Context: an optimization exercise on an open-source flow, tuned for small area, a short achievable clock period and few clock cycles. The choices shown serve that exercise and are no tape-out recipe. Power and IR drop assume default switching activity.

==> run a: inputs <==
## milestone
module milestone(
	input logic Clock,
	input logic resetn,
	input logic [15:0] SRAM_read_data,
	input logic m1start,
	output logic [17:0] SRAM_address,
	output logic [15:0] SRAM_write_data,
	output logic SRAM_we_n,
	output logic m1end);
localparam logic [17:0] RGB_BASE = 18'd146944;
logic        run;
logic [4:0]  ph;             
logic signed [16:0] ycnt;    
logic [7:0]  col;            
logic [17:0] wa;             
logic        wr_ok;          
logic        wpend;          
always_ff @(posedge Clock) wr_ok <= !ycnt[16] && (ycnt[15:1] != 15'd0);
logic [7:0]  wu [0:6];       
logic [7:0]  wv [0:7];       
logic [15:0] yw;             
logic [7:0] f [0:5];
logic [7:0] t0, t1, t2, t3, t4, t5;
logic e0, e1, e157, e158, e159;   
logic fsel, fseln;                 
always_ff @(posedge Clock) begin
	fseln <= ~ph[4];
	e0 <= (col == 8'd0);
	e1 <= (col == 8'd1);
	e157 <= (col == 8'd157);
	e158 <= (col == 8'd158);
	e159 <= (col == 8'd159);
	fsel <= ph[4];
end
always_comb begin
	for (int i = 0; i < 3; i++) f[i] = fsel ? wu[i] : wv[i];
	for (int i = 3; i < 6; i++) f[i] = fseln ? wv[i] : wu[i];
	t0 = e0 ? f[2] : (e1 ? f[1] : f[0]);
	t1 = e0 ? f[2] : f[1];
	t2 = f[2];
	t3 = e159 ? f[2] : f[3];
	t4 = e159 ? f[2] : (e158 ? f[3] : f[4]);
	t5 = e159 ? f[2] : (e158 ? f[3] : (e157 ? f[4] : f[5]));
end
logic [8:0] fa, fb, fc;      
always_ff @(posedge Clock) begin
	fa <= {1'b0, t0} + {1'b0, t5};
	fb <= {1'b0, t1} + {1'b0, t4};
	fc <= {1'b0, t2} + {1'b0, t3};
end
logic [17:0] fsum;
wire f_1_s, f_1_c;
ha2 u_f_1 (.a(fa[8]), .b(fa[6]), .s(f_1_s), .co(f_1_c));
wire f_2_s, f_2_c;
ha2 u_f_2 (.a(fa[5]), .b(fa[3]), .s(f_2_s), .co(f_2_c));
wire f_3 = fb[4] ^ fb[0];
  ...
==> flow/config.mk <==
export PLATFORM = sky130hd
export DESIGN_NAME = milestone
export DESIGN_NICKNAME = milestone
export VERILOG_FILES = /design/flow/design.v
export SDC_FILE = /design/flow/constraint.sdc
export NUM_CORES = 4
export LEC_CHECK = 0
export CAP_MARGIN = 20
export CORE_MARGIN = 2
export CORE_UTILIZATION = 40
export SLEW_MARGIN = 20
export SYNTH_HIERARCHICAL = 1
==> flow/constraint.sdc <==
create_clock -name core_clock -period 13.0 [get_ports {Clock}]
set_input_delay 2.6000 -clock core_clock [delete_from_list [all_inputs] [get_ports {Clock}]]
set_output_delay 2.6000 -clock core_clock [all_outputs]
set_load 0.01 [all_outputs]
run.sh (not shown) runs the stock make flow with config.mk's settings and CLKGATE_MAP_FILE= SYNTH_SCRIPT=/design/flow/synth_recipe.tcl, a recipe that flattens the netlist after the stock synthesis.
==> inputs of run b, as changes to run a <==
==> flow/flow/run.sh (new file) <==
#!/bin/bash
# The standard layout (the standard.sh), with ORFS's repair_timing asked
# to leave more setup slack (SETUP_SLACK_MARGIN) than the clock period needs.
# The design is still laid out and signed off at the design's clock period.
set -euo pipefail
MARGIN=${MARGIN:-11}
sed "s/\"\\\${@:-finish}\"/SETUP_SLACK_MARGIN=$MARGIN \"\${@:-finish}\"/" standard.sh > standard_margin.sh
grep -q "SETUP_SLACK_MARGIN=$MARGIN" standard_margin.sh
bash standard_margin.sh > flow_make.log 2>&1
==> flow/standard.sh (new file) <==
#!/bin/bash
# synth_recipe.tcl (not shown) runs the flow's synth.tcl, then flattens the netlist and writes it again
# the make line also repeats each setting of config.mk as NAME=value (left out here)
make -C /OpenROAD-flow-scripts/flow DESIGN_CONFIG=/design/flow/config.mk WORK_HOME=/design/flow/orfs CLKGATE_MAP_FILE= SYNTH_SCRIPT=/design/flow/synth_recipe.tcl "${@:-finish}"
removed: flow/run.sh
==> qor summary <==
metric                                                                         run a           run b
Met2 demand-to-capacity share in global routing                                28.2%           34.8%
Detail Route met3 WL                                                         3410 um         3270 um
Vias per Instance                                                               5.23            5.28
Fin nets                                                                        2711            2944
Final worst-path cycle share                                                   35.2%           31.7%
Non-clock buffers, area share                                                  2.18%           8.65%
Number of multi-input logic gates                                               1468            1472
Met1 GRT Util                                                                  25.9%           27.4%
Count of placed standard cells in the final layout, fillers left out            3115            3351
Later-pin clock latency in the skew report                                    590 ps          610 ps
Finished layout cell area                                                  28600 um2       33600 um2
Data arrival time of the critical path                                       4890 ps         4510 ps
Internal power contribution                                                  3.21 mW         3.84 mW
Status                                                                finished clean  finished clean
Function was not checked in any run of this note: the RTL went through the layout flow alone.

[separate check: timing with driven ports]
In the flow no input, the clock included, has a driving cell. The finished layouts below were timed again as built, in two steps. Step 1, drivers: a clkbuf_16 drives Clock and a buf_2 each remaining input, both assumed. Step 2 also shifts input and output timing later by t, the mid clock arrival at the registers, as if the neighbouring blocks saw the same clock. Slacks: ideal ports / drivers / drivers and shift; pairs: ideal ports / drivers.
run | shift t [ns] | setup slack, ns | pins driven straight from the clock port
run a | 0.628 | 8.422 / 8.422 / 8.422 | 1
run b | 0.657 | 8.874 / 8.874 / 8.874 | 1
After both steps setup and hold are still met in every run listed.
